This is an optimization exercise on Yosys and OpenROAD, whose aim is small area and a short achievable clock period, not a production implementation. At most, simulation tests tie the RTL to the original design; equivalence was not proved. Only the layout flow was run in runs 4 to 6; the RTL was not checked for function there. No run shown here takes its clock network from TritonCTS; it comes from the design's own scripts or RTL. The clock port is modelled as an ideal driver, which makes a skipped or thinned clock tree look cheaper than it is; a real chip needs a root buffer or a tree. No activity file was given, so power comes from the tool's default toggle rates.

File: flow/design.v
module cpu(out, in, clk, reset);
input  [7:0] in;
input        clk, reset;
output [7:0] out;
reg [7:0]   out;
reg [7:0]   reg_a, reg_b, reg_c, mem_d;
reg [7:0]   alu_p, alu_g;               
reg         alu_c;                      
reg [127:0] mem;                        
reg [3:0]   op;                         
reg [3:0]   a_lo, a_hi;                 
reg         st0, st2, st3;              
reg         mem_wr;                     
wire op_alu = st0 & ~op[3] & ~(op[2] & op[1]);       
wire op_6   = st0 & (op == 4'h6);
wire op_7   = st0 & (op == 4'h7);
wire op_8   = st0 & (op == 4'h8);
wire op_9b  = st0 & (op == 4'h9 || op == 4'hB);
wire op_ac  = st0 & (op == 4'hA || op == 4'hC);
wire op_a   = st0 & (op == 4'hA);
wire op_c   = st0 & (op == 4'hC);
wire op_d   = st0 & (op == 4'hD);
wire op_e   = st0 & (op == 4'hE);
wire op_f   = st0 & (op == 4'hF);
wire nx_s0 = ~reset & ~(op_6 | op_7 | op_8 | op_ac);
always @(posedge clk) begin
	op     <= in[7:4];
	a_lo   <= nx_s0 ? (4'b0001 << in[1:0]) : 4'b0001;
	a_hi   <= nx_s0 ? (4'b0001 << in[3:2]) : 4'b0001;
	st0    <= nx_s0;
	st2    <= ~reset & op_a;
	st3    <= ~reset & op_c;
	mem_wr <= nx_s0 & in[7] & ((~in[6] & ~in[5]) | (in[6] & in[5] & in[4]));
end
wire nr = ~reset;
wire a_in = nr & op_6, a_c = nr & op_d, a_h = nr & ~(op_6 | op_d);
wire b_in = nr & op_7, b_c = nr & op_e, b_h = nr & ~(op_7 | op_e);
wire c_alu = nr & op_alu, c_d = nr & st2, c_h = nr & ~(op_alu | st2);
wire o_in = nr & op_8, o_c = nr & op_9b, o_d = nr & (op_ac | st3);
wire o_h  = nr & ~(op_8 | op_9b | op_ac | st3 | op_f);
wire [7:0] a_nx = (in & {8{a_in}}) | (reg_c & {8{a_c}}) | (reg_a & {8{a_h}});
wire [7:0] b_nx = (in & {8{b_in}}) | (reg_c & {8{b_c}}) | (reg_b & {8{b_h}});
wire [2:0] f = in[6:4];
wire inv_a = f[2] & f[0];
wire use_b = ~f[1] & ~(f[2] & f[0]);
wire inv_b = f[0] & ~f[2];
wire [7:0] a_sel = op_d ? reg_c : reg_a;
wire [7:0] b_sel = op_e ? reg_c : reg_b;
wire [7:0] alu_x = a_sel ^ {8{inv_a}};
wire [7:0] alu_y = (b_sel & {8{use_b}}) ^ {8{inv_b}};
always @(posedge clk) begin
	alu_p <= alu_x ^ alu_y;
	alu_g <= alu_x & alu_y;
	alu_c <= f[2] | (f[1] ^ f[0]);
end
reg  [8:0] cg, cp, cgn, cpn;
integer k, s;
always @(*) begin
	cg = {alu_g, alu_c};
	cp = {alu_p, 1'b0};
	for (s = 1; s < 9; s = s * 2) begin
		cgn = cg; cpn = cp;
		for (k = s; k < 9; k = k + 1) begin
			cgn[k] = cg[k] | (cp[k] & cg[k-s]);
			cpn[k] = cp[k] & cp[k-s];
		end
		cg = cgn; cp = cpn;
	end
end
wire [7:0] alu_out = alu_p ^ cg[7:0];
wire [7:0] mem_wd = (in & {8{~op[0]}}) | (reg_c & {8{op[0] & ~op[1]}});
reg [15:0] wsel, rsel;
reg [7:0]  rd;
integer i;
always @(*) begin
	rd = 8'd0;
	for (i = 0; i < 16; i = i + 1) begin
		rsel[i] = a_hi[i / 4] & a_lo[i % 4];
		wsel[i] = mem_wr & rsel[i];
		rd = rd | (mem[8*i +: 8] & {8{rsel[i]}});
	end
end
always @(posedge clk) begin
	for (i = 0; i < 16; i = i + 1)
		if (wsel[i])
			mem[8*i +: 8] <= mem_wd;
	if (!mem_wr)
		mem_d <= rd;
end
always @(posedge clk) begin
	reg_a <= a_nx;
	reg_b <= b_nx;
	reg_c <= (alu_out & {8{c_alu}}) | (mem_d & {8{c_d}}) | (reg_c & {8{c_h}});
	out   <= (in & {8{o_in}}) | (reg_c & {8{o_c}}) | (mem_d & {8{o_d}}) | (out & {8{o_h}});
end
endmodule
File: flow/flow/run.sh
#!/bin/bash
# Own layout flow: the standard flow (standard.sh) with two changes:
#  - the port buffers are sky130_fd_sc_hd__buf_4 (buffer_ports' default pick
#    is a delay cell);
#  - the clock tree step is flow/cts.tcl: the clock port drives 4 clkbuf_8,
#    which drive 8 clkbuf_16 placed at the centres of k-means clusters of the
#    registers, instead of TritonCTS's H-tree.
# Each step's output goes to a log file of its own in the work folder.
set -euo pipefail
R=$(pwd)/orfs/results/$FLOW_PLATFORM/cpu/base
PB="BUFFER_PORTS_ARGS=-buffer_cell sky130_fd_sc_hd__buf_4"
bash standard.sh "$PB" place > log_1_place.txt 2>&1
RESULTS=$R CTS_NTOP=4 CTS_NLEAF=8 CTS_TOPBUF=sky130_fd_sc_hd__clkbuf_8 \
  CTS_LEAFBUF=sky130_fd_sc_hd__clkbuf_16 SETUP_MARGIN=2.5 \
  openroad -no_init -exit flow/cts.tcl > log_2_cts.txt 2>&1
cp "$R/4_1_cts.odb" "$R/4_cts.odb"
touch "$R/4_cts.sdc"
bash standard.sh "$PB" finish > log_3_finish.txt 2>&1
File: flow/flow/cts.tcl
# Clock tree step of the own flow, in place of ORFS's cts.tcl: the same
# steps, but a shallow two-level clock tree (see mytree.tcl) instead of
# TritonCTS's H-tree.
set P $::env(FLOW_HOME)/platforms/sky130hd
set R $::env(RESULTS)
read_liberty $P/lib/sky130_fd_sc_hd__tt_025C_1v80.lib
read_db $R/3_place.odb
read_sdc $R/3_place.sdc
source $P/setRC.tcl
set_dont_use {sky130_fd_sc_hd__probe_p_8 sky130_fd_sc_hd__probec_p_8 sky130_fd_sc_hd__lpflow_*}

source [file dirname [info script]]/mytree.tcl
build_clock_tree $::env(CTS_NTOP) $::env(CTS_NLEAF) $::env(CTS_TOPBUF) $::env(CTS_LEAFBUF)

set_placement_padding -global -left 0 -right 0
detailed_placement
set_propagated_clock [all_clocks]
estimate_parasitics -placement
report_clock_latency -clock core_clock

repair_timing -setup_margin $::env(SETUP_MARGIN) -verbose
detailed_placement
check_placement -verbose
estimate_parasitics -placement
report_checks -path_delay max -format end -group_path_count 10
report_worst_slack -max
report_worst_slack -min

write_db $R/4_1_cts.odb
write_sdc -no_timestamp $R/4_cts.sdc
File: flow/flow/mytree.tcl
# Build a one-level clock tree: the clock port drives NBUF clock buffers, each
# placed at the centre of a k-means cluster of the clock sinks it drives.
proc kmeans { xs ys nbuf {slack 1.15} } {
  set n [llength $xs]
  # k-means, seeded by spreading over the sink list sorted by angle around the centre
  set cx 0.0; set cy 0.0
  foreach x $xs y $ys { set cx [expr {$cx + $x}]; set cy [expr {$cy + $y}] }
  set cx [expr {$cx / $n}]; set cy [expr {$cy / $n}]
  set ang {}
  for {set i 0} {$i < $n} {incr i} {
    lappend ang [list $i [expr {atan2([lindex $ys $i] - $cy, [lindex $xs $i] - $cx)}]]
  }
  set ang [lsort -real -index 1 $ang]
  set kx {}; set ky {}
  for {set k 0} {$k < $nbuf} {incr k} {
    set i [lindex [lindex $ang [expr {int(($k + 0.5) * $n / $nbuf)}]] 0]
    lappend kx [expr {($cx + [lindex $xs $i]) / 2.0}]
    lappend ky [expr {($cy + [lindex $ys $i]) / 2.0}]
  }
  set cap [expr {int(ceil($slack * $n / $nbuf))}]
  for {set iter 0} {$iter < 30} {incr iter} {
    # balanced assignment: sinks in order of their best distance, capped cluster size
    set cand {}
    for {set i 0} {$i < $n} {incr i} {
      for {set k 0} {$k < $nbuf} {incr k} {
        set d [expr {abs([lindex $xs $i] - [lindex $kx $k]) + abs([lindex $ys $i] - [lindex $ky $k])}]
        lappend cand [list $i $k $d]
      }
    }
    set cand [lsort -real -index 2 $cand]
    set asg [lrepeat $n -1]
    set cnt [lrepeat $nbuf 0]
    foreach c $cand {
      lassign $c i k d
      if {[lindex $asg $i] >= 0} continue
      if {[lindex $cnt $k] >= $cap} continue
      lset asg $i $k
      lset cnt $k [expr {[lindex $cnt $k] + 1}]
    }
    set sx [lrepeat $nbuf 0.0]; set sy [lrepeat $nbuf 0.0]
    for {set i 0} {$i < $n} {incr i} {
      set k [lindex $asg $i]
      lset sx $k [expr {[lindex $sx $k] + [lindex $xs $i]}]
      lset sy $k [expr {[lindex $sy $k] + [lindex $ys $i]}]
    }
    for {set k 0} {$k < $nbuf} {incr k} {
      if {[lindex $cnt $k] > 0} {
        lset kx $k [expr {[lindex $sx $k] / [lindex $cnt $k]}]
        lset ky $k [expr {[lindex $sy $k] / [lindex $cnt $k]}]
      }
    }
  }
  puts "kmeans: $n points, cluster sizes $cnt"
  return [list $asg $kx $ky]
}

# Insert a buffer per cluster of the loads (iterms) of net src.
proc split_net { src loads nbuf bufname prefix {slack 1.15} } {
  set block [ord::get_db_block]
  set master [[ord::get_db] findMaster $bufname]
  set xs {}; set ys {}
  foreach it $loads {
    set bb [[$it getInst] getBBox]
    lappend xs [expr {([$bb xMin] + [$bb xMax]) / 2.0}]
    lappend ys [expr {([$bb yMin] + [$bb yMax]) / 2.0}]
  }
  lassign [kmeans $xs $ys $nbuf $slack] asg kx ky
  set nets {}; set bufs {}
  for {set k 0} {$k < $nbuf} {incr k} {
    set buf [odb::dbInst_create $block $master "${prefix}_$k"]
    set w [$master getWidth]
    set h [$master getHeight]
    $buf setLocation [expr {int([lindex $kx $k] - $w / 2)}] [expr {int([lindex $ky $k] - $h / 2)}]
    $buf setPlacementStatus PLACED
    set net [odb::dbNet_create $block "${prefix}_net_$k"]
    $net setSigType CLOCK
    [$buf findITerm X] connect $net
    lappend nets $net
    lappend bufs $buf
  }
  set i 0
  foreach it $loads {
    $it disconnect
    $it connect [lindex $nets [lindex $asg $i]]
    incr i
  }
  foreach buf $bufs { [$buf findITerm A] connect $src }
  return $bufs
}

# Clock tree: the clock port drives ntop buffers, which drive nleaf leaf
# buffers in all, which drive the clock sinks (nleaf 0: tops drive the sinks).
proc build_clock_tree { ntop nleaf topbuf leafbuf } {
  set block [ord::get_db_block]
  set clknet [$block findNet clk]
  set sinks [$clknet getITerms]
  if {$nleaf == 0} {
    split_net $clknet $sinks $ntop $topbuf clkbuf_top
    return
  }
  set leaves [split_net $clknet $sinks $nleaf $leafbuf clkbuf_leaf 1.05]
  set ins {}
  foreach b $leaves { lappend ins [$b findITerm A] }
  foreach it $ins { $it disconnect }
  set tmp [odb::dbNet_create $block "clk_tmp"]
  foreach it $ins { $it connect $tmp }
  set tops [split_net $clknet $ins $ntop $topbuf clkbuf_top 1.0]
  odb::dbNet_destroy $tmp
}
File: flow/standard.sh
#!/bin/bash
# synth_recipe.tcl (not shown) runs the flow's synth.tcl, then flattens the netlist and writes it again
# the make line also repeats each setting of config.mk as NAME=value (left out here)
make -C /OpenROAD-flow-scripts/flow DESIGN_CONFIG=/design/flow/config.mk WORK_HOME=/design/flow/orfs CLKGATE_MAP_FILE= SYNTH_SCRIPT=/design/flow/synth_recipe.tcl "${@:-finish}"
File: flow/config.mk
export PLATFORM = sky130hd
export DESIGN_NAME = cpu
export DESIGN_NICKNAME = cpu
export VERILOG_FILES = /design/flow/design.v
export SDC_FILE = /design/flow/constraint.sdc
export NUM_CORES = 4
export LEC_CHECK = 0
export CAP_MARGIN = 20
export CORE_MARGIN = 2
export CORE_UTILIZATION = 40
export SETUP_SLACK_MARGIN = 2.5
export SLEW_MARGIN = 20
File: flow/constraint.sdc
create_clock -name core_clock -period 4.0 [get_ports {clk}]
set_input_delay 0.8000 -clock core_clock [delete_from_list [all_inputs] [get_ports {clk}]]
set_output_delay 0.8000 -clock core_clock [all_outputs]
set_load 0.01 [all_outputs]
==> results.cfg, run 1 <==
[timing]
finalClockSkew_ns = 0.0215
finalHoldViolations = 0
finalWorstSetupSlack_ns = 2.02
slew_viol_final = 0
fmax_ghz = 0.505
rsz0062_at_grt = true
fin_crit_sh_pct = 49.5
slew_headroom_pct = 55.5
worstMarginPinSlew_ns = 0.668
period_minus_slack_ns = 1.98
setup_viol = 0
fin_tns_setup_ns = 0

[detailed_routing]
viasPerCell = 6.09
postRouteAntennaNets = 0
vias = 5736
drtIter0Drc = 779
drc = 0
firstDrtPassIters = 6
wl_um = 21600
detail_route.wl_per_cell_um = 23.0

[worst_setup_path]
r2r_end = mem_d[7]
critPathMaxFanout = 6
rrSetupSlack_ns = 2.02
critPathArrivalTime_ns = 2.01
worstSetupPathType = flop to flop
endpoint_kind = flop
rr_startpoint = a_hi[1]
required_ns = 4.03
rr_worst_depth = 5
startpoint_type = flop
cp-startpoint = a_hi[1]

[synth]
yosysSeqAreaShare_pct = 65.9
synth_ff_type = edfxtp_1
synth.avg_cell_area_um2 = 13.1
synth_fa_ha_area_share_pct = 1.23
synth.area.mux_share_pct = 1.97
synth_top_family_by_area = compound AO/OA/AOI/OAI gates
synth_compound_area_share_pct = 16.8
ys_warn_count = 1
ys_ff_latch = 200
ys_types = 59
synth_edf_count = 136
yosys.area_share.simple_pct = 9.52
syn_nets = 641
synth_top_cell_by_area = edfxtp_1
synthCells = 623
synthXorXnorAreaFrac_pct = 1.46
synth_area_leaders = edfxtp_1 (50%), dfxtp_1 (16%), a22oi_1 (4.7%), a222oi_1 (2.5%), mux2i_1 (2.0%)
async_reset_ff_share_pct = 0
yosys.area.top_type_share_pct = 50.1
synth_area_um2 = 8150

[global_routing]
grtUsageTotal_pct = 19.0
grt_max_degree = 39
grt_overflow = 0
grt_pass1_wl_um = 32200
antenna_found_initial = 0
grt_pass1_vias = 5338

[die]
fp.coreArea_um2 = 20100
num_rows = 52
start_util_pct = 40.5
io-pin-count = 18
fp.dieArea_um2 = 21500
die_h_um = 147
dieWidth_um = 147

[placement]
pre_cts_ws_ns = 1.77
placed_cells = 872
gp_congestion = 0.795
dp_hpwl_um = 13200
portBuffers = 17

[finish]
drive_gt1_share_pct = 28.9
layout.cells.most_common = edfxtp_1
syn2layout_area_growth_pct = 20.8
multi_input_comb_area_um2 = 2960
fillCellCount = 1737
finalNonFillerCells = 942
seq_area_um2 = 5420
num_antenna_cells = 0
nets = 692
layout_common_cells = edfxtp_1 (136), buf_4 (49), a22oi_1 (44)

[clock_network]
path_clk_slew_ns = 0.10
clock_latency_ns = 0.31

[hold_path]
min_to = reg_a[5]
hold_class = flop to flop
hp-start = reg_a[5]
whs_path_depth = 2

[power_and_ir_drop]
max-vdd-ir-drop_mv = 0.272
power_density_nw_per_um2 = 382
p_leak_nw = 3.39

[job]
maxCapViolCount = 0

[status]
status = complete, no violations
[metal layers]
layer	GRT usage (%)	up-vias	part of all wire (%)
met3	2.30	40	8.2
met1	28.5	2837	43
met4	3.74	0	1.9
met5	0	-	0
li1	-	2564	-
met2	30.0	295	46
[final cells by class]
type / instances / area share, %
buffer: 12 / 2.59
inverter: 17 / 0.712
multi-input combinational: 366 / 30.1
sequential: 200 / 55.0
tap: 270 / 3.43
timing repair buffer: 77 / 8.15
[where the power goes]
| part | internal [mW] | switching [mW] |
|---|---|---|
| combinational | 0.166 | 0.214 |
| clock | 0.454 | 0.586 |
| sequential | 2.26 | 0.0775 |
| total | 2.88 | 0.877 |
[worst max path at each step]
| stage | to | slack (ns) | cells after the start |
|---|---|---|---|
| 2_1_floorplan | reg_c[7] | 2.25 | 4 |
| 5_1_grt | mem_d[7] | 1.96 | 5 |
| 3_5_place_dp | mem_d[4] | 1.77 | 5 |
| 6_report | mem_d[7] | 2.02 | 5 |
| 3_3_place_gp | mem_d[4] | 1.79 | 5 |
[synth_stat cells (6+ instances only)]
cell type  count
a21oi_1       28
a221o_1        8
a222oi_1      20
a22o_1        13
a22oi_1       51
a31oi_1        8
and3_1        22
clkbuf_1      31
dfxtp_1       64
edfxtp_1     136
ha_1           8
inv_1         17
mux2i_1       16
nand2_1       37
nand2b_1       6
nand3_1       26
nand3b_1       8
nor2_1        12
o211ai_1       7
o21ai_0       26
xor2_1         9
[worst max-delay path, cell delays in order, from the launching register on]
cell and delay (ns):
dfxtp_4 0.37, buf_12 0.14, a222oi_1 0.36, inv_1 0.08
a222oi_1 0.59, o211ai_1 0.18
[kinds of logic (layout without fill, tap and decap cells)]
family / count (synthesis) / after routing
flops: 200 / 200
compound gates: 186 / 187
buf+inv: 60 / 106
fa+ha+maj: 8 / 8
simple gates: 141 / 143
mux: 16 / 16
xor+xnor: 12 / 12
[state kept, by name, indices dropped and copies added (netlist names)]
signal	count
reg_b	8
mem_d	8
reg_c	8
out	8
op	4
mem_wr	1
st2	1
a_lo	4
st3	1
alu_c	1
alu_g	7
reg_a	8
alu_p	8
a_hi	4
st0	1
mem	128
[through the flow]
stage / cell area (µm²) / total power, mW / hold WS, ns / utilization, %
after floorplan: 8400 / 2.55 / 0.443 / -
after detailed placement: 8590 / 2.65 / 0.459 / 42.7
after global placement: 8590 / 2.65 / 0.451 / 42.7
after global routing: 9840 / 3.88 / 0.497 / 48.9
final: 9840 / 3.76 / 0.480 / 48.9
==> run 2, diff against run 1 <==
--- a/flow/flow/run.sh
+++ b/flow/flow/run.sh
@@ -12,5 +12,5 @@
 bash standard.sh "$PB" place > log_1_place.txt 2>&1
 RESULTS=$R CTS_NTOP=4 CTS_NLEAF=8 CTS_TOPBUF=sky130_fd_sc_hd__clkbuf_8 \
-  CTS_LEAFBUF=sky130_fd_sc_hd__clkbuf_16 SETUP_MARGIN=2.5 \
+  CTS_LEAFBUF=sky130_fd_sc_hd__clkbuf_16 SETUP_MARGIN=2.8 \
   openroad -no_init -exit flow/cts.tcl > log_2_cts.txt 2>&1
 cp "$R/4_1_cts.odb" "$R/4_cts.odb"
--- a/flow/config.mk
+++ b/flow/config.mk
@@ -9,4 +9,4 @@
 export CORE_MARGIN = 2
 export CORE_UTILIZATION = 40
-export SETUP_SLACK_MARGIN = 2.5
+export SETUP_SLACK_MARGIN = 2.8
 export SLEW_MARGIN = 20
==> results.cfg, run 2 <==
[status]
status = complete, no violations

[synth]
synth_area_leaders = edfxtp_1 (50%), dfxtp_1 (16%), a22oi_1 (4.7%), a222oi_1 (2.5%), mux2i_1 (2.0%)
synth.avg_cell_area_um2 = 13.1
ys_ff_latch = 200
ys_top_cells_by_count = edfxtp_1 (136), dfxtp_1 (64), a22oi_1 (51)
async_reset_ff_share_pct = 0
synthCells = 623
yosys.area.top_type_share_pct = 50.1
synth_top_cell_by_area = edfxtp_1
ys_warn_count = 1
synth_ff_type = edfxtp_1
synth_area_um2 = 8150
yosysMostFrequentCell = edfxtp_1
syn_nets = 641
synth_edf_count = 136
ys_types = 59
yosysSeqAreaShare_pct = 65.9

[detailed_routing]
viasPerCell = 6.19
detail_route.wl_per_cell_um = 25.0
postRouteAntennaNets = 0
firstDrtPassIters = 5
drtIter0Drc = 817
drc = 0
wl_um = 24700
vias = 6124

[global_routing]
grt_max_degree = 28
grt_pass1_vias = 5840
grtUsageTotal_pct = 20.8
grt_pass1_wl_um = 35000
antenna_found_initial = 0
grt_overflow = 0

[worst_setup_path]
required_ns = 4.04
startpoint_type = flop
rr_startpoint = a_hi[0]
worstSetupPathType = flop to flop
critPathMaxFanout = 6
endpoint_kind = flop
critPathArrivalTime_ns = 1.94
rr_worst_depth = 6
r2r_end = mem_d[1]
rrSetupSlack_ns = 2.10

[job]
maxCapViolCount = 0

[die]
io-pin-count = 18
die_h_um = 147
fp.dieArea_um2 = 21500
num_rows = 52
start_util_pct = 40.5
dieWidth_um = 147
fp.coreArea_um2 = 20100

[finish]
num_antenna_cells = 0
nets = 740
drive_gt1_share_pct = 43.5
layout.cells.most_common = edfxtp_1
regMostFlops = mem
layout_common_cells = edfxtp_1 (136), buf_4 (51), buf_6 (42)
largest_reg_flops = 128
syn2layout_area_growth_pct = 35.3

[timing]
worstMarginPinSlew_ns = 0.562
finalHoldViolations = 0
slew_viol_final = 0
fmax_ghz = 0.526
rsz0062_at_grt = true
slew_headroom_pct = 62.6
fin_tns_setup_ns = 0
finalClockSkew_ns = 0.0340
period_minus_slack_ns = 1.90
fin_crit_sh_pct = 47.5
setup_viol = 0

[hold_path]
hp-start = reg_a[4]
min_to = reg_a[4]
hold_class = flop to flop
whs_path_depth = 2

[power_and_ir_drop]
power.total_mw = 3.89
power_density_nw_per_um2 = 353
max-vdd-ir-drop_mv = 0.344
p_leak_nw = 3.75

[placement]
dp_hpwl_um = 13600
gp_congestion = 0.857
portBuffers = 17

[clock_network]
clock_latency_ns = 0.32
path_clk_slew_ns = 0.10
-- run 2: cell counts after synthesis --
Identical to the previous run, type by type.
-- run 2: cells by family (layout without fill, tap and decap cells) --
| group | Yosys count | count (layout) | share of synthesized area, % |
|---|---|---|---|
| AOI/OAI and AO/OA | 186 | 186 | 16.8 |
| xor gates and xnor gates | 12 | 12 | 1.46 |
| adders and majority gates | 8 | 8 | 1.23 |
| buffers and inverters | 60 | 154 | 3.19 |
| DFF | 200 | 200 | 65.9 |
| muxes | 16 | 16 | 1.97 |
| and+or+nand+nor | 141 | 144 | 9.52 |
-- run 2: cell type report --
cell class	instances	area, µm²
plain buffers	12	255
fillers	1528	9080
inverters	17	134
multi-input cells	366	3340
flip-flops and latches	200	5440
well taps	270	338
repair buffers	125	1520
-- run 2: power by group --
part	internal, mW	total (mW)	leakage, nW	switching [mW]
Combinational	0.244	0.513	1.83	0.268
Clock	0.454	1.04	0.127	0.582
Sequential	2.26	2.34	1.79	0.0784
-- run 2: metrics by stage --
step	util, %	cell area, µm²	worst slack [ns]	instances	hold slack (ns)
after global routing	54.8	11000	2.03	990	0.505
after floorplan	-	8670	2.25	623	0.441
after global placement	43.7	8780	1.78	871	0.453
final	54.8	11000	2.10	990	0.494
after detailed placement	43.7	8780	1.74	871	0.461
-- run 2: worst max-delay path, cell delays in order, from the launching register on --
cell	delay [ns]
dfxtp_4	0.36
buf_12	0.13
buf_8	0.13
a22oi_2	0.18
nand2_2	0.10
a222oi_1	0.57
o21ai_1	0.16
-- run 2: worst max-delay path by stage --
stage                  from        to  slack, ns  depth (start not counted)
floorplan             reset  reg_c[7]       2.25                          4
global route        a_hi[0]  mem_d[1]       2.03                          6
finish              a_hi[0]  mem_d[1]       2.10                          6
global placement      op[0]  alu_p[2]       1.78                          5
detailed placement    op[0]  alu_p[5]       1.74                          5
-- run 2: per-layer routing --
layer | share of wire, % | wire, µm | global-route usage (%) | vias to the layer above
met5 | 0 | 0 | 0 | -
met4 | 3.0 | 753 | 4.85 | 0
met2 | 47 | 11700 | 33.3 | 328
li1 | - | - | - | 2662
met3 | 9.2 | 2270 | 4.13 | 58
met1 | 40 | 9990 | 29.4 | 3076
==> run 3, diff against run 2 <==
--- a/flow/flow/run.sh
+++ b/flow/flow/run.sh
@@ -12,5 +12,5 @@
 bash standard.sh "$PB" place > log_1_place.txt 2>&1
 RESULTS=$R CTS_NTOP=4 CTS_NLEAF=8 CTS_TOPBUF=sky130_fd_sc_hd__clkbuf_8 \
-  CTS_LEAFBUF=sky130_fd_sc_hd__clkbuf_16 SETUP_MARGIN=2.8 \
+  CTS_LEAFBUF=sky130_fd_sc_hd__clkbuf_16 SETUP_MARGIN=2.2 \
   openroad -no_init -exit flow/cts.tcl > log_2_cts.txt 2>&1
 cp "$R/4_1_cts.odb" "$R/4_cts.odb"
--- a/flow/flow/mytree.tcl
+++ b/flow/flow/mytree.tcl
@@ -1,5 +1,5 @@
 # Build a one-level clock tree: the clock port drives NBUF clock buffers, each
 # placed at the centre of a k-means cluster of the clock sinks it drives.
-proc kmeans { xs ys nbuf {slack 1.15} } {
+proc kmeans { xs ys nbuf } {
   set n [llength $xs]
   # k-means, seeded by spreading over the sink list sorted by angle around the centre
@@ -18,5 +18,5 @@
     lappend ky [expr {($cy + [lindex $ys $i]) / 2.0}]
   }
-  set cap [expr {int(ceil($slack * $n / $nbuf))}]
+  set cap [expr {int(ceil(1.15 * $n / $nbuf))}]
   for {set iter 0} {$iter < 30} {incr iter} {
     # balanced assignment: sinks in order of their best distance, capped cluster size
@@ -56,5 +56,5 @@
 
 # Insert a buffer per cluster of the loads (iterms) of net src.
-proc split_net { src loads nbuf bufname prefix {slack 1.15} } {
+proc split_net { src loads nbuf bufname prefix } {
   set block [ord::get_db_block]
   set master [[ord::get_db] findMaster $bufname]
@@ -65,5 +65,5 @@
     lappend ys [expr {([$bb yMin] + [$bb yMax]) / 2.0}]
   }
-  lassign [kmeans $xs $ys $nbuf $slack] asg kx ky
+  lassign [kmeans $xs $ys $nbuf] asg kx ky
   set nets {}; set bufs {}
   for {set k 0} {$k < $nbuf} {incr k} {
@@ -99,5 +99,5 @@
     return
   }
-  set leaves [split_net $clknet $sinks $nleaf $leafbuf clkbuf_leaf 1.05]
+  set leaves [split_net $clknet $sinks $nleaf $leafbuf clkbuf_leaf]
   set ins {}
   foreach b $leaves { lappend ins [$b findITerm A] }
@@ -105,5 +105,5 @@
   set tmp [odb::dbNet_create $block "clk_tmp"]
   foreach it $ins { $it connect $tmp }
-  set tops [split_net $clknet $ins $ntop $topbuf clkbuf_top 1.0]
+  set tops [split_net $clknet $ins $ntop $topbuf clkbuf_top]
   odb::dbNet_destroy $tmp
 }
--- a/flow/config.mk
+++ b/flow/config.mk
@@ -9,4 +9,4 @@
 export CORE_MARGIN = 2
 export CORE_UTILIZATION = 40
-export SETUP_SLACK_MARGIN = 2.8
+export SETUP_SLACK_MARGIN = 2.2
 export SLEW_MARGIN = 20
==> results.cfg, run 3 <==
[detailed_routing]
detail_route.wl_per_cell_um = 22.9
firstDrtPassIters = 6
drc = 0
wl_um = 20700
postRouteAntennaNets = 0
drtIter0Drc = 803
viasPerCell = 6.14
vias = 5554

[finish]
syn2layout_area_growth_pct = 11.6
layout_common_cells = edfxtp_1 (136), dfxtp_1 (53), a22oi_1 (49)
fillCellCount = 1767
drive_gt1_share_pct = 15.7
fin_util_pct = 45.2
regMostFlops = mem
largest_reg_flops = 128
nets = 655
num_antenna_cells = 0
layout.cells.most_common = edfxtp_1

[clock_network]
path_clk_slew_ns = 0.11
clock_latency_ns = 0.33

[placement]
portBuffers = 17
dp_hpwl_um = 13100
gp_congestion = 0.803

[worst_setup_path]
critPathArrivalTime_ns = 1.82
max_stage_delay_ns = 0.37
crit_buf_inv = 2
required_ns = 4.01
crit_slowest_cell = dfxtp_4
critPathMaxFanout = 5
crit_family = compound AO/OA/AOI/OAI gates
worstSetupPathType = flop to flop
startpoint_type = flop
endpoint_kind = flop
path_cells = buf_12 > buf_4 > a222oi_1 > o22ai_1 > a21oi_1 > nand3_1
rrSetupSlack_ns = 2.19

[synth]
synth_ff_type = edfxtp_1
ys_ff_latch = 200
async_reset_ff_share_pct = 0
synthCells = 623
yosysMostFrequentCell = edfxtp_1
yosys.area.top_type_share_pct = 50.1
synth_area_leaders = edfxtp_1 (50%), dfxtp_1 (16%), a22oi_1 (4.7%), a222oi_1 (2.5%), mux2i_1 (2.0%)
syn_nets = 641
ys_top_cells_by_count = edfxtp_1 (136), dfxtp_1 (64), a22oi_1 (51)
ys_types = 59
yosysSeqAreaShare_pct = 65.9
synth_top_cell_by_area = edfxtp_1
ys_warn_count = 1
synth_edf_count = 136
synth.avg_cell_area_um2 = 13.1
synth_area_um2 = 8150

[power_and_ir_drop]
max-vdd-ir-drop_mv = 0.189
p_leak_nw = 3.15
power_density_nw_per_um2 = 401

[timing]
finalClockSkew_ns = 0.0510
period_minus_slack_ns = 1.81
slew_viol_final = 0
worstMarginPinSlew_ns = 0.709
slew_headroom_pct = 52.7
rsz0062_at_grt = true
fin_tns_setup_ns = 0
fmax_ghz = 0.553
finalHoldViolations = 0
setup_viol = 0
fin_crit_sh_pct = 45.2

[global_routing]
grt_pass1_vias = 5104
antenna_found_initial = 0
grt_overflow = 0
grtUsageTotal_pct = 18.7
grt_pass1_wl_um = 31700
grt_max_degree = 39

[die]
io-pin-count = 18
fp.coreArea_um2 = 20100
fp.dieArea_um2 = 21500
num_rows = 52
dieWidth_um = 147
start_util_pct = 40.5
die_h_um = 147

[job]
maxCapViolCount = 0

[status]
status = complete, no violations

[hold_path]
hold_class = flop to flop
-- run 3: cell families after synthesis --
group,Yosys count,share of synthesized area (%)
compound gates,186,16.8
buf+inv,60,3.19
simple gates,141,9.52
fa+ha+maj,8,1.23
mux,16,1.97
xor+xnor,12,1.46
flops,200,65.9
-- run 3: worst reg2reg max path: stages (launching register included) --
cell and delay [ns]:
dfxtp_4 0.37, buf_12 0.13, buf_4 0.16, a222oi_1 0.33
o22ai_1 0.15, a21oi_1 0.18, nand3_1 0.18
-- run 3: metrics by stage --
stage	total power, mW	setup WS [ns]	instance area [µm²]	hold slack, ns	instances
6_report	3.65	2.19	9090	0.476	905
5_1_grt	3.77	2.12	9090	0.498	905
3_5_place_dp	2.64	1.76	8500	0.458	875
3_3_place_gp	2.63	1.61	8490	0.454	875
2_1_floorplan	2.53	2.07	8180	0.443	623
-- run 3: final cells by class --
cell class	instances	area [µm²]	share of cell area, %
inverter	17	63.8	0.702
tap	270	338	3.72
buffer	12	255	2.81
multi-input combinational	365	2660	29.2
timing repair buffer	41	382	4.20
sequential	200	5400	59.4
-- run 3: per-layer routing --
metal	track usage [%]	wire length [µm]	vias to the layer above
met2	28.1	9190	272
li1	-	-	2482
met3	1.77	1790	36
met4	3.88	525	0
met5	0	0	-
met1	29.6	9230	2764
-- run 3: final timing paths --
path | start | end | cells after the start
worst max-delay path | a_hi[0] | mem_d[2] | 6
worst min-delay path | reg_a[6] | reg_a[6] | 2
worst max register to register | a_hi[0] | mem_d[2] | 6
worst min register to register | reg_a[6] | reg_a[6] | 2
-- run 3: where the power goes --
part	internal (mW)	leakage [nW]	switching (mW)
Clock	0.453	0.127	0.567
Sequential	2.26	1.78	0.0730
Combinational	0.115	1.24	0.178
Total	2.83	3.15	0.817
==> run 4, diff against run 3 <==
==> flow/design.v (replaced) <==
module cpu(out, in, clk, reset);
input  [7:0] in;
input        clk, reset;
output [7:0] out;
reg [7:0]   out;
reg [7:0]   reg_a, reg_b, reg_c, mem_d;
reg [7:0]   alu_p, alu_g;               
reg         alu_c;                      
reg [127:0] mem;                        
reg [3:0]   a_lo, a_hi;                 
reg         c_alu;                      
reg         a_in, b_in, o_in;           
reg         o_c;                        
reg         ld_a, ld_c;                 
reg         a_c, b_c;                   
reg         o_z;                        
reg         mem_wr;                     
reg         st2, st3;                   
wire nx_s0 = ~reset & ~(a_in | b_in | o_in | ld_a | ld_c);
wire [15:0] nop = {15'd0, nx_s0} << in[7:4];
always @(posedge clk) begin
	c_alu  <= nop[0] | nop[1] | nop[2] | nop[3] | nop[4] | nop[5];
	a_in   <= nop[6];
	b_in   <= nop[7];
	o_in   <= nop[8];
	o_c    <= nop[9] | nop[11];
	ld_a   <= nop[10];
	ld_c   <= nop[12];
	a_c    <= nop[13];
	b_c    <= nop[14];
	o_z    <= nop[15];
	mem_wr <= nop[8] | nop[9] | nop[15];
	st2    <= ~reset & ld_a;
	st3    <= ~reset & ld_c;
	a_lo   <= nx_s0 ? (4'b0001 << in[1:0]) : 4'b0001;
	a_hi   <= nx_s0 ? (4'b0001 << in[3:2]) : 4'b0001;
end
wire [2:0] f = in[6:4];
wire inv_a = f[2] & f[0];
wire use_b = ~f[1] & ~(f[2] & f[0]);
wire inv_b = f[0] & ~f[2];
wire [7:0] a_sel = a_c ? reg_c : reg_a;
wire [7:0] b_sel = b_c ? reg_c : reg_b;
wire [7:0] alu_x = a_sel ^ {8{inv_a}};
wire [7:0] alu_y = (b_sel & {8{use_b}}) ^ {8{inv_b}};
always @(posedge clk) begin
	alu_p <= alu_x ^ alu_y;
	alu_g <= alu_x & alu_y;
	alu_c <= f[2] | (f[1] ^ f[0]);
end
reg  [8:0] cg, cp, cgn, cpn;
integer k, s;
always @(*) begin
	cg = {alu_g, alu_c};
	cp = {alu_p, 1'b0};
	for (s = 1; s < 9; s = s * 2) begin
		cgn = cg; cpn = cp;
		for (k = s; k < 9; k = k + 1) begin
			cgn[k] = cg[k] | (cp[k] & cg[k-s]);
			cpn[k] = cp[k] & cp[k-s];
		end
		cg = cgn; cp = cpn;
	end
end
wire [7:0] alu_out = alu_p ^ cg[7:0];
wire [7:0] mem_wd = (in & {8{o_in}}) | (reg_c & {8{o_c}});
reg [15:0] wsel, rsel;
reg [7:0]  rd;
integer i;
always @(*) begin
	rd = 8'd0;
	for (i = 0; i < 16; i = i + 1) begin
		rsel[i] = a_hi[i / 4] & a_lo[i % 4];
		wsel[i] = mem_wr & rsel[i];
		rd = rd | (mem[8*i +: 8] & {8{rsel[i]}});
	end
end
always @(posedge clk) begin
	for (i = 0; i < 16; i = i + 1)
		if (wsel[i])
			mem[8*i +: 8] <= mem_wd;
	if (!mem_wr)
		mem_d <= rd;
end
wire o_d = ld_a | ld_c | st3;
wire a_h = ~(a_in | a_c);
wire b_h = ~(b_in | b_c);
wire c_h = ~(c_alu | st2);
wire o_h = ~(o_in | o_c | o_d | o_z);
always @(posedge clk) begin
	if (reset) begin
		reg_a <= 8'd0;
		reg_b <= 8'd0;
		reg_c <= 8'd0;
		out   <= 8'd0;
	end else begin
		reg_a <= (in & {8{a_in}}) | (reg_c & {8{a_c}}) | (reg_a & {8{a_h}});
		reg_b <= (in & {8{b_in}}) | (reg_c & {8{b_c}}) | (reg_b & {8{b_h}});
		reg_c <= (alu_out & {8{c_alu}}) | (mem_d & {8{st2}}) | (reg_c & {8{c_h}});
		out   <= (in & {8{o_in}}) | (reg_c & {8{o_c}}) | (mem_d & {8{o_d}}) | (out & {8{o_h}});
	end
end
endmodule
--- a/flow/flow/run.sh
+++ b/flow/flow/run.sh
@@ -12,5 +12,5 @@
 bash standard.sh "$PB" place > log_1_place.txt 2>&1
 RESULTS=$R CTS_NTOP=4 CTS_NLEAF=8 CTS_TOPBUF=sky130_fd_sc_hd__clkbuf_8 \
-  CTS_LEAFBUF=sky130_fd_sc_hd__clkbuf_16 SETUP_MARGIN=2.2 \
+  CTS_LEAFBUF=sky130_fd_sc_hd__clkbuf_16 SETUP_MARGIN=2.5 \
   openroad -no_init -exit flow/cts.tcl > log_2_cts.txt 2>&1
 cp "$R/4_1_cts.odb" "$R/4_cts.odb"
--- a/flow/flow/mytree.tcl
+++ b/flow/flow/mytree.tcl
@@ -1,5 +1,5 @@
 # Build a one-level clock tree: the clock port drives NBUF clock buffers, each
 # placed at the centre of a k-means cluster of the clock sinks it drives.
-proc kmeans { xs ys nbuf } {
+proc kmeans { xs ys nbuf {slack 1.15} } {
   set n [llength $xs]
   # k-means, seeded by spreading over the sink list sorted by angle around the centre
@@ -18,5 +18,5 @@
     lappend ky [expr {($cy + [lindex $ys $i]) / 2.0}]
   }
-  set cap [expr {int(ceil(1.15 * $n / $nbuf))}]
+  set cap [expr {int(ceil($slack * $n / $nbuf))}]
   for {set iter 0} {$iter < 30} {incr iter} {
     # balanced assignment: sinks in order of their best distance, capped cluster size
@@ -56,5 +56,5 @@
 
 # Insert a buffer per cluster of the loads (iterms) of net src.
-proc split_net { src loads nbuf bufname prefix } {
+proc split_net { src loads nbuf bufname prefix {slack 1.15} } {
   set block [ord::get_db_block]
   set master [[ord::get_db] findMaster $bufname]
@@ -65,5 +65,5 @@
     lappend ys [expr {([$bb yMin] + [$bb yMax]) / 2.0}]
   }
-  lassign [kmeans $xs $ys $nbuf] asg kx ky
+  lassign [kmeans $xs $ys $nbuf $slack] asg kx ky
   set nets {}; set bufs {}
   for {set k 0} {$k < $nbuf} {incr k} {
@@ -99,5 +99,5 @@
     return
   }
-  set leaves [split_net $clknet $sinks $nleaf $leafbuf clkbuf_leaf]
+  set leaves [split_net $clknet $sinks $nleaf $leafbuf clkbuf_leaf 1.05]
   set ins {}
   foreach b $leaves { lappend ins [$b findITerm A] }
@@ -105,5 +105,5 @@
   set tmp [odb::dbNet_create $block "clk_tmp"]
   foreach it $ins { $it connect $tmp }
-  set tops [split_net $clknet $ins $ntop $topbuf clkbuf_top]
+  set tops [split_net $clknet $ins $ntop $topbuf clkbuf_top 1.0]
   odb::dbNet_destroy $tmp
 }
--- a/flow/config.mk
+++ b/flow/config.mk
@@ -9,4 +9,4 @@
 export CORE_MARGIN = 2
 export CORE_UTILIZATION = 40
-export SETUP_SLACK_MARGIN = 2.2
+export SETUP_SLACK_MARGIN = 2.5
 export SLEW_MARGIN = 20
==> results.cfg, run 4 <==
[synth]
synth_edf_count = 136
ys_types = 50
synthCells = 595
synth.avg_cell_area_um2 = 13.5
ys_warn_count = 1
synth_ff_type = edfxtp_1
yosys.area.top_type_share_pct = 50.8
async_reset_ff_share_pct = 0
syn_nets = 613
yosysSeqAreaShare_pct = 68.0
yosysMostFrequentCell = edfxtp_1
synth_area_um2 = 8030
ys_top_cells_by_count = edfxtp_1 (136), dfxtp_1 (69), nor2_1 (45)
synth_area_leaders = edfxtp_1 (51%), dfxtp_1 (17%), a221oi_1 (2.9%), a222oi_1 (2.9%), a22oi_1 (2.3%)
synth_top_cell_by_area = edfxtp_1
ys_ff_latch = 205

[worst_setup_path]
r2r_end = mem_d[1]
endpoint_kind = flop
rrSetupSlack_ns = 2.02
worstSetupPathType = flop to flop
rr_startpoint = a_hi[1]
rr_worst_depth = 5
critPathArrivalTime_ns = 2.03
critPathMaxFanout = 6
startpoint_type = flop
path_cells = buf_4 > clkbuf_16 > a222oi_1 > nor2_1 > or4_1
required_ns = 4.04
crit_slowest_cell = or4_1
max_stage_delay_ns = 0.48

[die]
die_h_um = 146
fp.coreArea_um2 = 19600
io-pin-count = 18
fp.dieArea_um2 = 21200
num_rows = 51
start_util_pct = 41.0
dieWidth_um = 146

[finish]
nets = 658
fin_util_pct = 49.3
fillCellCount = 1642
regMostFlops = mem
finalNonFillerCells = 903
largest_reg_flops = 128
layout_common_cells = edfxtp_1 (136), nor2_1 (45), buf_4 (40)
syn2layout_area_growth_pct = 20.2
layout.cells.most_common = edfxtp_1
num_antenna_cells = 0
drive_gt1_share_pct = 27.7

[detailed_routing]
vias = 5533
drtIter0Drc = 750
drc = 0
viasPerCell = 6.13
detail_route.wl_per_cell_um = 24.4
wl_um = 22000
postRouteAntennaNets = 0
firstDrtPassIters = 5

[timing]
fmax_ghz = 0.504
rsz0062_at_grt = true
fin_crit_sh_pct = 49.6
finalClockSkew_ns = 0.0213
setup_viol = 0
finalHoldViolations = 0
period_minus_slack_ns = 1.98
slew_headroom_pct = 54.3
slew_viol_final = 0
fin_tns_setup_ns = 0
worstMarginPinSlew_ns = 0.686

[placement]
gp_congestion = 0.870
dp_hpwl_um = 13300
placed_cells = 837
portBuffers = 17

[power_and_ir_drop]
max-vdd-ir-drop_mv = 0.213
power_density_nw_per_um2 = 383
p_leak_nw = 3.29

[hold_path]
min_to = st2
whs_path_depth = 1
hp-start = ld_a
hold_class = flop to flop

[clock_network]
path_clk_slew_ns = 0.10
clock_latency_ns = 0.31

[global_routing]
antenna_found_initial = 0
grt_overflow = 0
grt_max_degree = 41
grt_pass1_vias = 5344
grtUsageTotal_pct = 19.9
grt_pass1_wl_um = 33000

[status]
status = complete, no violations

[job]
maxCapViolCount = 0
-- run 4: cell types whose count changed in the layout (fill, tap and decap cells not counted), sizes merged, moves of 9 or more --
cell	change
nand3	-15
nor3	+9
a221oi	+24
o21ai	-17
buf	+31
nand2	-18
nor2	+33
and3	-10
a22oi	-26
-- run 4: cell type report --
class	count	area, µm²	area share (%)
Buffer	12	255	2.64
Tap cell	265	332	3.43
Multi-Input combinational cell	336	2680	27.7
Sequential cell	205	5540	57.4
Inverter	12	68.8	0.713
Timing Repair Buffer	73	786	8.14
-- run 4: cells by family (layout without fill, tap and decap cells) --
family / Yosys count / after routing / share of synthesized area [%]
compound gates: 153 / 153 / 14.7
flops: 205 / 205 / 68.0
buf+inv: 54 / 97 / 2.62
xor+xnor: 10 / 10 / 1.09
mux: 16 / 16 / 1.99
simple gates: 149 / 149 / 10.3
fa+ha+maj: 8 / 8 / 1.25
-- run 4: power by group --
group / total [mW] / switching [mW] / internal, mW
Sequential: 2.36 / 0.0792 / 2.28
Combinational: 0.301 / 0.168 / 0.133
Clock: 1.04 / 0.583 / 0.454
Total: 3.70 / 0.830 / 2.87
-- run 4: worst max-delay path: cells and delay by family, from the launching register on --
kind                   cells  cell delay [ns]
buffers and inverters      2             0.31
AND/OR/NAND/NOR            2             0.58
flip-flops                 1             0.37
AO/OA/AOI/OAI              1             0.45
-- run 4: worst max-delay path by stage --
stage	startpoint	end	cells after the start	slack (ns)
after floorplan	in[5]	alu_p[4]	5	2.27
after detailed placement	a_hi[0]	mem[3]	2	1.83
after global placement	a_hi[0]	mem[2]	2	1.83
final	a_hi[1]	mem_d[1]	5	2.02
after global routing	a_hi[1]	mem_d[1]	4	1.99
-- run 4: stage by stage --
| stage | worst slack [ns] | area, µm² | hold WS [ns] | power [mW] |
|---|---|---|---|---|
| global placement | 1.83 | 8520 | 0.473 | 2.63 |
| finish | 2.02 | 9660 | 0.486 | 3.70 |
| detailed placement | 1.83 | 8520 | 0.477 | 2.64 |
| global route | 1.99 | 9660 | 0.504 | 3.82 |
| floorplan | 2.27 | 8350 | 0.454 | 2.55 |
-- run 4: routing by layer --
layer | vias to the layer above | GRT usage [%] | share of wire, %
met3 | 40 | 3.64 | 8.5
met4 | 0 | 4.66 | 2.6
met5 | - | 0 | 0
met2 | 267 | 31.8 | 47
li1 | 2432 | - | -
met1 | 2794 | 28.5 | 42
==> run 5, diff against run 4 <==
--- a/flow/flow/run.sh
+++ b/flow/flow/run.sh
@@ -12,5 +12,5 @@
 bash standard.sh "$PB" place > log_1_place.txt 2>&1
 RESULTS=$R CTS_NTOP=4 CTS_NLEAF=8 CTS_TOPBUF=sky130_fd_sc_hd__clkbuf_8 \
-  CTS_LEAFBUF=sky130_fd_sc_hd__clkbuf_16 SETUP_MARGIN=2.5 \
+  CTS_LEAFBUF=sky130_fd_sc_hd__clkbuf_16 SETUP_MARGIN=2.0 \
   openroad -no_init -exit flow/cts.tcl > log_2_cts.txt 2>&1
 cp "$R/4_1_cts.odb" "$R/4_cts.odb"
--- a/flow/config.mk
+++ b/flow/config.mk
@@ -9,4 +9,4 @@
 export CORE_MARGIN = 2
 export CORE_UTILIZATION = 40
-export SETUP_SLACK_MARGIN = 2.5
+export SETUP_SLACK_MARGIN = 2.0
 export SLEW_MARGIN = 20
==> results.cfg, run 5 <==
[die]
fp.coreArea_um2 = 19600
start_util_pct = 41.0
num_rows = 51
die_h_um = 146
fp.dieArea_um2 = 21200
io-pin-count = 18
dieWidth_um = 146

[worst_setup_path]
critPathArrivalTime_ns = 2.05
endpoint_kind = flop
critPathMaxFanout = 34
startpoint_type = flop
required_ns = 4.04
worstSetupPathType = flop to flop

[synth]
synth_edf_count = 136
synth_top_cell_by_area = edfxtp_1
yosysSeqAreaShare_pct = 68.0
synth_area_um2 = 8030
synth_ff_type = edfxtp_1
synth_area_leaders = edfxtp_1 (51%), dfxtp_1 (17%), a221oi_1 (2.9%), a222oi_1 (2.9%), a22oi_1 (2.3%)
synth.avg_cell_area_um2 = 13.5
yosys.area.top_type_share_pct = 50.8
yosysMostFrequentCell = edfxtp_1
ys_types = 50
synthCells = 595
ys_ff_latch = 205
ys_warn_count = 1
async_reset_ff_share_pct = 0
ys_top_cells_by_count = edfxtp_1 (136), dfxtp_1 (69), nor2_1 (45)
syn_nets = 613

[detailed_routing]
detail_route.wl_per_cell_um = 23.1
postRouteAntennaNets = 0
wl_um = 19700
drt-met1-wl_um = 8760
drc = 0
vias = 5201
drtIter0Drc = 644
firstDrtPassIters = 7
top_layer_used = met4
viasPerCell = 6.10
wl_met3_um = 1430
dr_wl_met2_um = 9350

[global_routing]
grtUsageTotal_pct = 18.0
antenna_found_initial = 0
grt_overflow = 0
grt_pass1_vias = 4967
grt_pass1_wl_um = 30300
grt_max_degree = 41

[power_and_ir_drop]
max-vdd-ir-drop_mv = 0.217
power.total_mw = 3.62
power_density_nw_per_um2 = 414
p_leak_nw = 2.86

[finish]
largest_reg_flops = 128
regMostFlops = mem
drive_gt1_share_pct = 10.0
syn2layout_area_growth_pct = 8.93
layout_common_cells = edfxtp_1 (136), dfxtp_1 (64), nor2_1 (45)
num_antenna_cells = 0
layout.cells.most_common = edfxtp_1
nets = 608
fin_util_pct = 44.7

[timing]
fmax_ghz = 0.499
fin_tns_setup_ns = 0
slew_viol_final = 0
setup_viol = 0
finalHoldViolations = 0
worstMarginPinSlew_ns = 0.908
period_minus_slack_ns = 2.00
rsz0062_at_grt = false
fin_crit_sh_pct = 50.1
finalClockSkew_ns = 0.0176
slew_headroom_pct = 39.5

[job]
maxCapViolCount = 0

[clock_network]
clock_latency_ns = 0.31
path_clk_slew_ns = 0.10

[status]
status = complete, no violations

[placement]
gp_congestion = 0.956
dp_hpwl_um = 12900
portBuffers = 17

[hold_path]
hold_class = flop to flop
==> run 5: changes by cell type in the layout (fill, tap and decap cells not counted), moves of 10 or more <==
cell     delta
buf_4      -20
dfxtp_1    +25
dfxtp_2    -10
dfxtp_4    -15
buf_6      -19
==> run 5: layout make-up <==
class	count	area (µm²)
buffer	12	255
fill	1714	10800
inverter	12	56.3
multi-input combinational	336	2440
sequential	205	5470
tap	265	332
timing repair buffer	23	196
==> run 5: worst paths after layout <==
path                            slack [ns]     from  cells after the start        to
worst min register to register        0.49     ld_a                      1       st2
worst min-delay path                  0.49     ld_a                      1       st2
worst max-delay path                  2.00  a_hi[1]                      4  mem_d[5]
worst max register to register        2.00  a_hi[1]                      4  mem_d[5]
==> run 5: stage by stage <==
step | setup slack, ns | cells | cell area (µm²) | hold WS (ns)
2_1_floorplan | 2.09 | 595 | 8040 | 0.455
3_3_place_gp | 1.52 | 839 | 8360 | 0.473
3_5_place_dp | 1.22 | 839 | 8360 | 0.473
5_1_grt | 2.00 | 853 | 8750 | 0.506
6_report | 2.00 | 853 | 8750 | 0.489
==> run 5: worst max-delay path, cell delays in order (launching register included) <==
cell and delay [ns]:
dfxtp_1 0.33, buf_8 0.18, a222oi_1 0.58, o221ai_1 0.25, or3_1 0.38
==> run 5: kinds of logic (layout without fill, tap and decap cells) <==
| group | count (synthesis) | after routing | synth area share [%] |
|---|---|---|---|
| AO/OA/AOI/OAI | 153 | 153 | 14.7 |
| XOR/XNOR | 10 | 10 | 1.09 |
| adder cells (fa/ha/maj) | 8 | 8 | 1.25 |
| buffers and inverters | 54 | 47 | 2.62 |
| flip-flops | 205 | 205 | 68.0 |
| multiplexers | 16 | 16 | 1.99 |
| AND/OR/NAND/NOR | 149 | 149 | 10.3 |
==> run 5: power by group <==
group          internal [mW]  total (mW)  switching [mW]
Sequential              2.29        2.35          0.0652
Combinational         0.0884       0.233           0.145
Clock                  0.454        1.04           0.583
Total                   2.83        3.62           0.793
==> run 5: metal layers <==
metal | GRT usage, % | up-vias
met4 | 2.16 | 0
li1 | - | 2325
met2 | 29.4 | 223
met1 | 26.8 | 2636
met5 | 0 | -
met3 | 2.13 | 17
==> run 6, diff against run 5 <==
--- a/flow/flow/run.sh
+++ b/flow/flow/run.sh
@@ -12,5 +12,5 @@
 bash standard.sh "$PB" place > log_1_place.txt 2>&1
 RESULTS=$R CTS_NTOP=4 CTS_NLEAF=8 CTS_TOPBUF=sky130_fd_sc_hd__clkbuf_8 \
-  CTS_LEAFBUF=sky130_fd_sc_hd__clkbuf_16 SETUP_MARGIN=2.0 \
+  CTS_LEAFBUF=sky130_fd_sc_hd__clkbuf_16 SETUP_MARGIN=2.2 \
   openroad -no_init -exit flow/cts.tcl > log_2_cts.txt 2>&1
 cp "$R/4_1_cts.odb" "$R/4_cts.odb"
--- a/flow/config.mk
+++ b/flow/config.mk
@@ -9,4 +9,4 @@
 export CORE_MARGIN = 2
 export CORE_UTILIZATION = 40
-export SETUP_SLACK_MARGIN = 2.0
+export SETUP_SLACK_MARGIN = 2.2
 export SLEW_MARGIN = 20
==> results.cfg, run 6 <==
[status]
status = complete, no violations

[placement]
gp_congestion = 0.897
dp_hpwl_um = 13000
placed_area_um2 = 8370
portBuffers = 17

[timing]
period_minus_slack_ns = 1.91
slew_headroom_pct = 43.6
finalClockSkew_ns = 0.0436
slew_viol_final = 0
setup_viol = 0
fmax_ghz = 0.523
fin_crit_sh_pct = 47.8
finalHoldViolations = 0
worstMarginPinSlew_ns = 0.846
fin_tns_setup_ns = 0
rsz0062_at_grt = true

[die]
start_util_pct = 41.0
fp.dieArea_um2 = 21200
io-pin-count = 18
dieWidth_um = 146
fp.coreArea_um2 = 19600
die_h_um = 146
num_rows = 51

[worst_setup_path]
r2r_end = mem_d[5]
cp-startpoint = a_hi[1]
critPathArrivalTime_ns = 1.97
worstSetupPathType = flop to flop
rrSetupSlack_ns = 2.09
max_stage_delay_ns = 0.53
critPathMaxFanout = 15
rr_startpoint = a_hi[1]
path_cells = buf_12 > a222oi_1 > o22ai_1 > or3_1
startpoint_type = flop
required_ns = 4.05
crit_slowest_cell = a222oi_1
rr_worst_depth = 4
endpoint_kind = flop
endpoint = mem_d[5]

[finish]
layout.cells.most_common = edfxtp_1
nets = 618
seq_area_um2 = 5490
layout_common_cells = edfxtp_1 (136), dfxtp_1 (59), nor2_1 (45)
stdcell_area_um2 = 8910
drive_gt1_share_pct = 13.7
largest_reg_flops = 128
fin_util_pct = 45.5
multi_input_comb_area_um2 = 2460
syn2layout_area_growth_pct = 11.0
num_antenna_cells = 0
fillCellCount = 1756
regMostFlops = mem

[power_and_ir_drop]
p_leak_nw = 2.93
p_int_mw = 2.84
power_density_nw_per_um2 = 410
p_seq_share_pct = 64.6
swShare_pct = 22.4
p_clk_share_pct = 28.9
combPwrFrac_pct = 6.5
p_switching_uw = 818
max-vdd-ir-drop_mv = 0.213

[synth]
synth.avg_cell_area_um2 = 13.5
synth_area_um2 = 8030
synth_area_leaders = edfxtp_1 (51%), dfxtp_1 (17%), a221oi_1 (2.9%), a222oi_1 (2.9%), a22oi_1 (2.3%)
ys_ff_latch = 205
synth_fa_ha_area_share_pct = 1.25
yosys.area_share.simple_pct = 10.3
ys_warn_count = 1
ys_types = 50
synth.area.mux_share_pct = 1.99
synth_edf_count = 136
synth_ff_type = edfxtp_1
yosysMostFrequentCell = edfxtp_1
synth_compound_area_share_pct = 14.7
yosysSeqAreaShare_pct = 68.0
synth_top_cell_by_area = edfxtp_1
yosys.area.top_type_share_pct = 50.8
synth_top_family_by_area = compound AO/OA/AOI/OAI gates
synthCells = 595
ys_top_cells_by_count = edfxtp_1 (136), dfxtp_1 (69), nor2_1 (45)
synthXorXnorAreaFrac_pct = 1.09
syn_nets = 613
async_reset_ff_share_pct = 0

[global_routing]
grt_pass1_wl_um = 31200
grtUsageTotal_pct = 18.7
grt_pass1_vias = 5076
grt_overflow = 0
antenna_found_initial = 0
grt_max_degree = 41

[detailed_routing]
drt-met1-wl_um = 9010
drtIter0Drc = 811
wl_um = 20600
dr_wl_met2_um = 9440
firstDrtPassIters = 5
drc = 0
wl_met3_um = 1680
viasPerCell = 6.08
postRouteAntennaNets = 0
top_layer_used = met4
vias = 5248
detail_route.wl_per_cell_um = 23.9

[clock_network]
path_clk_slew_ns = 0.10
clock_latency_ns = 0.34

[job]
maxCapViolCount = 0

[hold_path]
hold_class = flop to flop
==> run 6: cell counts after synthesis <==
Identical to the previous run, type by type.
==> run 6: worst min-delay path by stage <==
| stage | from | slack (ns) | cells after the start | end |
|---|---|---|---|---|
| global placement | ld_a | 0.47 | 1 | st2 |
| global route | ld_c | 0.50 | 1 | st3 |
| detailed placement | ld_a | 0.47 | 1 | st2 |
| finish | ld_a | 0.49 | 1 | st2 |
| floorplan | ld_c | 0.45 | 1 | st3 |
==> run 6: routing by layer <==
| metal | GRT usage (%) | vias to the layer above |
|---|---|---|
| met5 | 0 | - |
| met4 | 3.33 | 0 |
| met3 | 2.13 | 32 |
| met2 | 29.8 | 242 |
| met1 | 28.1 | 2621 |
| li1 | - | 2353 |
==> run 6: layout make-up <==
class | count | area share, %
inverters | 12 | 0.674
flip-flops and latches | 205 | 61.6
plain buffers | 12 | 2.86
well taps | 265 | 3.72
repair inverters | 1 | 0.0561
multi-input cells | 336 | 27.6
repair buffers | 32 | 3.52
==> run 6: critical path: cells and delay by family (launching register included) <==
family,cells,cell delay [ns]
and+or+nand+nor,1,0.43
DFF,1,0.36
buffers and inverters,1,0.15
AOI/OAI and AO/OA,2,0.71
==> run 6: power by group through the flow <==
stage,Clock (mW),Combinational (mW),Sequential (mW)
2_1_floorplan,0,0.166,2.36
3_3_place_gp,0,0.205,2.41
3_5_place_dp,0,0.210,2.41
5_1_grt,1.13,0.258,2.37
6_report,1.06,0.237,2.36
==> run 6: cells by family (layout without fill, tap and decap cells) <==
family          count (synthesis)  after routing
compound gates                153            153
xor+xnor                       10             10
mux                            16             16
simple gates                  149            149
fa+ha+maj                       8              8
flops                         205            205
buf+inv                        54             57
==> run 6: metrics by stage <==
step                      std cells  worst slack [ns]  hold slack, ns  power (mW)
after global placement          837              1.50           0.469        2.61
after detailed placement        837              1.38           0.473        2.62
after floorplan                 595              2.14           0.455        2.53
final                           863              2.09           0.485        3.66
after global routing            863              2.10           0.504        3.76
==> run 7, diff against run 6 <==
--- a/flow/design.v
+++ b/flow/design.v
@@ -66,14 +66,26 @@
 wire [7:0] mem_wd = (in & {8{o_in}}) | (reg_c & {8{o_c}});
 reg [15:0] wsel, rsel;
-reg [7:0]  rd;
 integer i;
 always @(*) begin
-	rd = 8'd0;
 	for (i = 0; i < 16; i = i + 1) begin
 		rsel[i] = a_hi[i / 4] & a_lo[i % 4];
 		wsel[i] = mem_wr & rsel[i];
-		rd = rd | (mem[8*i +: 8] & {8{rsel[i]}});
 	end
 end
+wire [7:0] rd;
+genvar gb, gp;
+generate
+	for (gb = 0; gb < 8; gb = gb + 1) begin : rdb
+		wire [7:0] u;
+		wire [1:0] v;
+		for (gp = 0; gp < 8; gp = gp + 1) begin : rdp
+			rd_aoi22 t (.y(u[gp]), .a1(rsel[2*gp]), .a2(mem[16*gp + gb]),
+			            .b1(rsel[2*gp+1]), .b2(mem[16*gp + 8 + gb]));
+		end
+		rd_nand4 n0 (.y(v[0]), .a(u[0]), .b(u[1]), .c(u[2]), .d(u[3]));
+		rd_nand4 n1 (.y(v[1]), .a(u[4]), .b(u[5]), .c(u[6]), .d(u[7]));
+		rd_or2   o  (.y(rd[gb]), .a(v[0]), .b(v[1]));
+	end
+endgenerate
 always @(posedge clk) begin
 	for (i = 0; i < 16; i = i + 1)
@@ -102,2 +114,17 @@
 end
 endmodule
+module rd_aoi22(y, a1, a2, b1, b2);
+input  a1, a2, b1, b2;
+output y;
+assign y = ~((a1 & a2) | (b1 & b2));
+endmodule
+module rd_nand4(y, a, b, c, d);
+input  a, b, c, d;
+output y;
+assign y = ~(a & b & c & d);
+endmodule
+module rd_or2(y, a, b);
+input  a, b;
+output y;
+assign y = a | b;
+endmodule
--- a/flow/flow/run.sh
+++ b/flow/flow/run.sh
@@ -12,5 +12,5 @@
 bash standard.sh "$PB" place > log_1_place.txt 2>&1
 RESULTS=$R CTS_NTOP=4 CTS_NLEAF=8 CTS_TOPBUF=sky130_fd_sc_hd__clkbuf_8 \
-  CTS_LEAFBUF=sky130_fd_sc_hd__clkbuf_16 SETUP_MARGIN=2.2 \
+  CTS_LEAFBUF=sky130_fd_sc_hd__clkbuf_16 SETUP_MARGIN=2.0 \
   openroad -no_init -exit flow/cts.tcl > log_2_cts.txt 2>&1
 cp "$R/4_1_cts.odb" "$R/4_cts.odb"
--- a/flow/config.mk
+++ b/flow/config.mk
@@ -9,4 +9,5 @@
 export CORE_MARGIN = 2
 export CORE_UTILIZATION = 40
-export SETUP_SLACK_MARGIN = 2.2
+export SETUP_SLACK_MARGIN = 2.0
 export SLEW_MARGIN = 20
+export SYNTH_HIERARCHICAL = 1
==> results.cfg, run 7 <==
[synth]
synth_ff_type = edfxtp_1
synthCells = 587
synth_edf_count = 136
synth_area_leaders = edfxtp_1 (49%), dfxtp_1 (17%), a22oi_2 (9.7%), a221oi_1 (2.6%), nor2_1 (1.9%)
ys_types = 46
syn_nets = 605
ys_top_cells_by_count = edfxtp_1 (136), dfxtp_1 (69), a22oi_2 (64)
synth.avg_cell_area_um2 = 14.1
async_reset_ff_share_pct = 0
synth_area_um2 = 8290
ys_ff_latch = 205
yosys.area.top_type_share_pct = 49.3
synth_top_cell_by_area = edfxtp_1
ys_warn_count = 7
yosysMostFrequentCell = edfxtp_1
yosysSeqAreaShare_pct = 65.9

[die]
die_h_um = 148
fp.coreArea_um2 = 20300
num_rows = 52
fp.dieArea_um2 = 21900
start_util_pct = 40.8
io-pin-count = 18
dieWidth_um = 148

[finish]
largest_reg_flops = 128
layout_common_cells = edfxtp_1 (136), dfxtp_1 (69), a22oi_2 (64)
num_antenna_cells = 0
fin_util_pct = 43.9
drive_gt1_share_pct = 16.3
syn2layout_area_growth_pct = 7.36
layout.cells.most_common = edfxtp_1
stdcell_area_um2 = 8900
regMostFlops = mem
nets = 610

[worst_setup_path]
critPathMaxFanout = 36
required_ns = 4.21
crit_buf_inv = 1
crit_family = simple AND/OR/NAND/NOR gates
critPathArrivalTime_ns = 2.03
endpoint_kind = flop
crit_slowest_cell = and3_1
path_cells = buf_4 > nor2_1 > and3_1 > nand2_2 > nor4b_1
worstSetupPathType = primary input to flop
max_stage_delay_ns = 0.33
startpoint_type = primary input

[detailed_routing]
firstDrtPassIters = 5
drc = 0
drtIter0Drc = 474
viasPerCell = 5.73
wl_met3_um = 859
drt-met1-wl_um = 8000
postRouteAntennaNets = 0
top_layer_used = met4
wl_um = 18200
dr_wl_met2_um = 8720
vias = 4926
detail_route.wl_per_cell_um = 21.1

[placement]
gp_congestion = 0.842
placed_area_um2 = 8650
dp_hpwl_um = 12400
portBuffers = 17

[clock_network]
clock_latency_ns = 0.31
path_clk_slew_ns = 0.10

[timing]
finalHoldViolations = 0
worstMarginPinSlew_ns = 0.976
setup_viol = 0
slew_viol_final = 0
fin_tns_setup_ns = 0
fin_crit_sh_pct = 45.5
slew_headroom_pct = 34.8
finalClockSkew_ns = 0.0135
rsz0062_at_grt = false
fmax_ghz = 0.550
period_minus_slack_ns = 1.82

[power_and_ir_drop]
p_clk_share_pct = 29.0
p_leak_nw = 2.77
swShare_pct = 21.6
power_density_nw_per_um2 = 406
max-vdd-ir-drop_mv = 0.315
p_switching_uw = 781
p_int_mw = 2.83
combPwrFrac_pct = 6.0
p_seq_share_pct = 65.1

[hold_path]
hold_class = flop to flop

[global_routing]
grt_pass1_wl_um = 28400
grt_max_degree = 37
antenna_found_initial = 0
grtUsageTotal_pct = 16.6
grt_overflow = 0
grt_pass1_vias = 4902

[status]
status = complete, no violations

[job]
maxCapViolCount = 0
[run 7: stage by stage]
| step | hold WS [ns] | instances | worst slack, ns | total power, mW |
|---|---|---|---|---|
| after global routing | 0.521 | 860 | 2.07 | 3.72 |
| after detailed placement | 0.476 | 848 | 1.91 | 2.61 |
| after floorplan | 0.454 | 587 | 2.02 | 2.52 |
| final | 0.495 | 860 | 2.18 | 3.61 |
| after global placement | 0.475 | 848 | 1.97 | 2.61 |
[run 7: modules after synthesis (local to each module, per instance)]
| module | copies in the design | flip-flops and latches | cell area, µm² |
|---|---|---|---|
| rd_or2 | 8 | 0 | 6.26 |
| rd_nand4 | 16 | 0 | 6.26 |
| cpu | 1 | 205 | 7340 |
| rd_aoi22 | 64 | 0 | 12.5 |
[run 7: layout make-up]
| class | instances | area [µm²] |
|---|---|---|
| Fill cell | 1832 | 11400 |
| Tap cell | 270 | 338 |
| Buffer | 12 | 255 |
| Inverter | 5 | 18.8 |
| Sequential cell | 205 | 5470 |
| Timing Repair Buffer | 17 | 128 |
| Multi-Input combinational cell | 351 | 2700 |
[run 7: path summary, 6_finish.rpt]
path | start | end | slack, ns | cells past startpoint
worst max-delay path | reset | ld_c | 2.18 | 5
worst max register to register | a_c | alu_p[2] | 2.18 | 3
worst min-delay path | ld_c | st3 | 0.49 | 1
worst min register to register | ld_c | st3 | 0.49 | 1
[run 7: cells by family (layout without fill, tap and decap cells)]
group / after synthesis / count (layout) / share of synthesized area, %
adder cells (fa/ha/maj): 8 / 8 / 1.21
AO/OA/AOI/OAI: 146 / 146 / 16.8
AND/OR/NAND/NOR: 171 / 171 / 11.5
multiplexers: 16 / 16 / 1.93
buffers and inverters: 31 / 34 / 1.55
XOR/XNOR: 10 / 10 / 1.06
flip-flops: 205 / 205 / 65.9
[run 7: power groups by stage]
stage | Combinational (mW) | Sequential [mW] | Clock [mW]
final | 0.215 | 2.35 | 1.05
after global routing | 0.235 | 2.36 | 1.12
after detailed placement | 0.214 | 2.40 | 0
after global placement | 0.211 | 2.40 | 0
after floorplan | 0.151 | 2.37 | 0
[run 7: worst reg2reg max path, cell delays in order, from the launching register on]
cell	delay, ns
dfxtp_1	0.98
mux2i_1	0.31
xor2_1	0.17
ha_1	0.25
[run 7: per-layer routing]
| layer | track usage [%] | vias up |
|---|---|---|
| met5 | 0 | - |
| met4 | 4.76 | 0 |
| met3 | 1.42 | 40 |
| met2 | 27.9 | 137 |
| met1 | 23.1 | 2454 |
| li1 | - | 2295 |

## afterwards: timing with drivers on the ports
How much do the figures lean on ideal ports? The routed layouts below were timed once more, with nothing changed but the port constraints.
Step 1 (the two cells are an assumption about what drives the block):
set clk [get_ports {clk}]
set_driving_cell -lib_cell sky130_fd_sc_hd__clkbuf_16 $clk
set_driving_cell -lib_cell sky130_fd_sc_hd__buf_2 [delete_from_list [all_inputs] $clk]
Step 2 adds t to the input delays and takes it off the output delays; t is the mean of the earliest and latest rising clock arrival at the registers after step 1. Input paths then give back, and output paths get back, about the clock's delay inside the block.
Slacks: ideal ports / drivers / drivers and shift; pairs: ideal ports / drivers.
run	t, ns	slack for setup (ns)	latest minus earliest clock arrival (ns)	slew at the worst register clock pin (ns)	pins driven straight from the clock port
run 1	0.376	2.022 / 2.022 / 2.022	0.021 / 0.022	0.10 / 0.10	4
run 2	0.373	2.099 / 2.099 / 2.043	0.034 / 0.034	0.11 / 0.11	4
run 3	0.376	2.191 / 2.191 / 1.938	0.051 / 0.051	0.11 / 0.11	4
run 4	0.380	2.017 / 2.017 / 2.017	0.022 / 0.022	0.10 / 0.10	4
run 5	0.370	1.998 / 1.998 / 1.805	0.021 / 0.021	0.11 / 0.11	4
run 6	0.392	2.087 / 2.087 / 1.978	0.045 / 0.045	0.11 / 0.11	4
run 7	0.373	2.181 / 2.183 / 1.852	0.016 / 0.017	0.10 / 0.10	4
After both steps every run listed still meets setup and hold. For run 7, which loses most, drivers alone change the setup slack by +0.002 ns; drivers and shift together by -0.329 ns.
